What follows belongs to an exercise in optimizing a design on an open flow for small area, a short achievable clock period and few clock cycles per item; a production flow would make more cautious choices.
Function was checked by simulation only, so behaviour that the tests miss may differ from the original.
Power is estimated from default activity; no workload was simulated.

==> inputs of job 5186 <==
==> flow/design.v (excerpt) <==
module apb_master(
  input pclk,
  input preset,
  input [31:0]paddr,
  input pwrite,
  input [2:0]pprot,
  input [31:0]pwdata,
  input [3:0]pstrb,
  output reg [31:0]prdata,
  output pslverr,
  output reg penable,
  output reg [3:0]psel,
  output reg pready
);
clock: 8.0 ns
lec_check: 0
cap_margin: 20
core_margin: 2
core_utilization: 70
cts_cluster_diameter: 100
cts_cluster_size: 30
place_density: 0.8
setup_slack_margin: 2.0
slew_margin: 20
synth_hierarchical: 1
synth_minimum_keep_size: 0
standard.sh (not shown) runs the stock make flow with config.mk's settings and CLKGATE_MAP_FILE= SYNTH_SCRIPT=/design/flow/synth_recipe.tcl, a recipe that flattens the netlist after the stock synthesis.
==> flow/flow/run.sh <==
#!/bin/bash
# Layout: the standard flow. Synthesis runs unchanged; the later steps
# buffer the ports with plain buffers (which the resizer can size), keep the
# resizer off the low-power clock inverters and delay cells
# (flow/dont_use.txt: the platform's own list plus those), and weight the
# timing-critical nets more in global placement.
set -euo pipefail
bash standard.sh synth > synth.log 2>&1
du="$(cat flow/dont_use.txt)"
bash standard.sh "BUFFER_PORTS_ARGS=-buffer_cell sky130_fd_sc_hd__buf_4" \
  "DONT_USE_CELLS=$du" \
  "GLOBAL_PLACEMENT_ARGS=-timing_driven_net_weight_max 5 -timing_driven_nets_percentage 30" \
  finish > layout.log 2>&1
Other scripts of this flow, unchanged in this note and not shown: flow/flow/dont_use.txt
==> job 8419: changes against job 5186 <==
==> flow/flow/run.sh (replaced) <==
#!/bin/bash
# Layout: the standard flow. Synthesis runs unchanged; the later steps
# buffer the ports with plain buffers (which the resizer can size) and keep
# the resizer off the low-power clock inverters and delay cells
# (flow/dont_use.txt: the platform's own list plus those).
set -euo pipefail
bash standard.sh synth > synth.log 2>&1
du="$(cat flow/dont_use.txt)"
bash standard.sh "BUFFER_PORTS_ARGS=-buffer_cell sky130_fd_sc_hd__buf_4" \
  "DONT_USE_CELLS=$du" finish > layout.log 2>&1
--- a/flow/config.mk
+++ b/flow/config.mk
@@ -9,6 +9,6 @@
 export CORE_MARGIN = 2
-export CORE_UTILIZATION = 70
+export CORE_UTILIZATION = 75
 export CTS_CLUSTER_DIAMETER = 100
 export CTS_CLUSTER_SIZE = 30
-export PLACE_DENSITY = 0.8
+export PLACE_DENSITY = 0.85
 export SETUP_SLACK_MARGIN = 2.0
==> run summary <==
Job 8419 completed with no timing, DRC or antenna violations. Job 5186 finished clean.
Between job 8419 and job 5186, the lower global-route usage is in job 5186 (gap 2.9 points).
Against job 5186, the hold slack of job 8419 is better by 0.043 ns.
Between job 8419 and job 5186, the lower setup slack is in job 5186 (gap 0.10 ns).
Total power: job 5186 is lower than job 8419 (about 0.3%).
Of job 8419 and job 5186, job 8419 has the higher core utilization (gap 5.6 points).
Cell count: job 8419 is lower than job 5186 (about 1.4%).
Against job 8419, the non-clock buffer count of job 5186 is lower by 36.
Against job 8419, the die area of job 5186 is higher by about 7%.
Between job 5186 and job 8419, the lower routed wire length is in job 5186 (gap 2.8%, measured against job 8419).
Flip-flop and latch count is the same in job 5186 and job 8419.
==> figures <==
End of the worst hold path: job 5186 memory[80][7]$_DFFE_PP_; job 8419 memory[117][2]$_DFFE_PP_
Least setup slack across all paths after layout: job 5186 1.62 ns; job 8419 1.72 ns
Cell-internal power: job 5186 27.5 mW; job 8419 27.5 mW
Layout net count: job 5186 7771; job 8419 7810
Highest metal layer with signal wires: job 5186 met5; job 8419 met4
Filler cells: job 5186 10900; job 8419 8666
Met3 track demand over resource in global routing: job 5186 9.27%; job 8419 9.60%
Number of buffers and inverters on the critical path: job 5186 5; job 8419 7
Share of the final layout cell area in multi-input gates: job 5186 14.2%; job 8419 14.2%
Area growth syn-to-layout: job 5186 6.23%; job 8419 6.43%
Pin count of the biggest net entering global routing: job 5186 117; job 8419 90
Final design instance area without fill: job 5186 158000 sq um; job 8419 158000 sq um
Setup WS pre-CTS: job 5186 0.730 ns; job 8419 0.634 ns
Leak Pwr: job 5186 48.1 nW; job 8419 48.3 nW
Number of ordinary and repair buffers in the finished layout: job 5186 521; job 8419 557
Post-CTS sizing: job 5186 639; job 8419 669
Number of cells after detailed placement: job 5186 10300; job 8419 10000
Routed length on met3: job 5186 67100 um; job 8419 71500 um
Share of final layout cell area taken by non-clock buffers: job 5186 2.53%; job 8419 2.83%
Status: job 5186 timing/DRC/antenna clean; job 8419 timing/DRC/antenna clean
Clk network pwr share: job 5186 27.6%; job 8419 27.7%
Testbench counts of job 5186, summed over its fixed seeds: cycles 12,000, items 12,000.
Testbench counts of job 8419, summed over its fixed seeds: cycles 12,000, items 12,000.

static timing again, ports no longer ideal:
The flow's constraints put no driver on any port. The routed layouts listed below were extracted and timed again, unchanged, in two steps.
Step 1 (the two cells are an assumption about what drives the block):
set clk [get_ports {pclk}]
set_driving_cell -lib_cell sky130_fd_sc_hd__clkbuf_16 $clk
set_driving_cell -lib_cell sky130_fd_sc_hd__buf_2 [delete_from_list [all_inputs] $clk]
Step 2 adds t to the input delays and takes it off the output delays; t is the mean of the earliest and latest rising clock arrival at the registers after step 1. Input paths then give back, and output paths get back, about the clock's delay inside the block.
Slacks: ideal / step 1 / step 2; pairs: ideal / step 1.
run | shift t [ns] | setup slack, ns | hold slack, ns | latest minus earliest clock arrival (ns)
job 5186 | 0.976 | 1.620 / 1.540 / 1.540 | 1.184 / 1.140 / 2.116 | 0.049 / 0.049
job 8419 | 0.951 | 1.722 / 1.618 / 1.618 | 1.228 / 1.158 / 2.109 | 0.037 / 0.037
After both steps every run listed still meets setup and hold. The setup slack of job 8419, which loses most, moves by -0.104 ns with the drivers and by -0.104 ns with both steps.
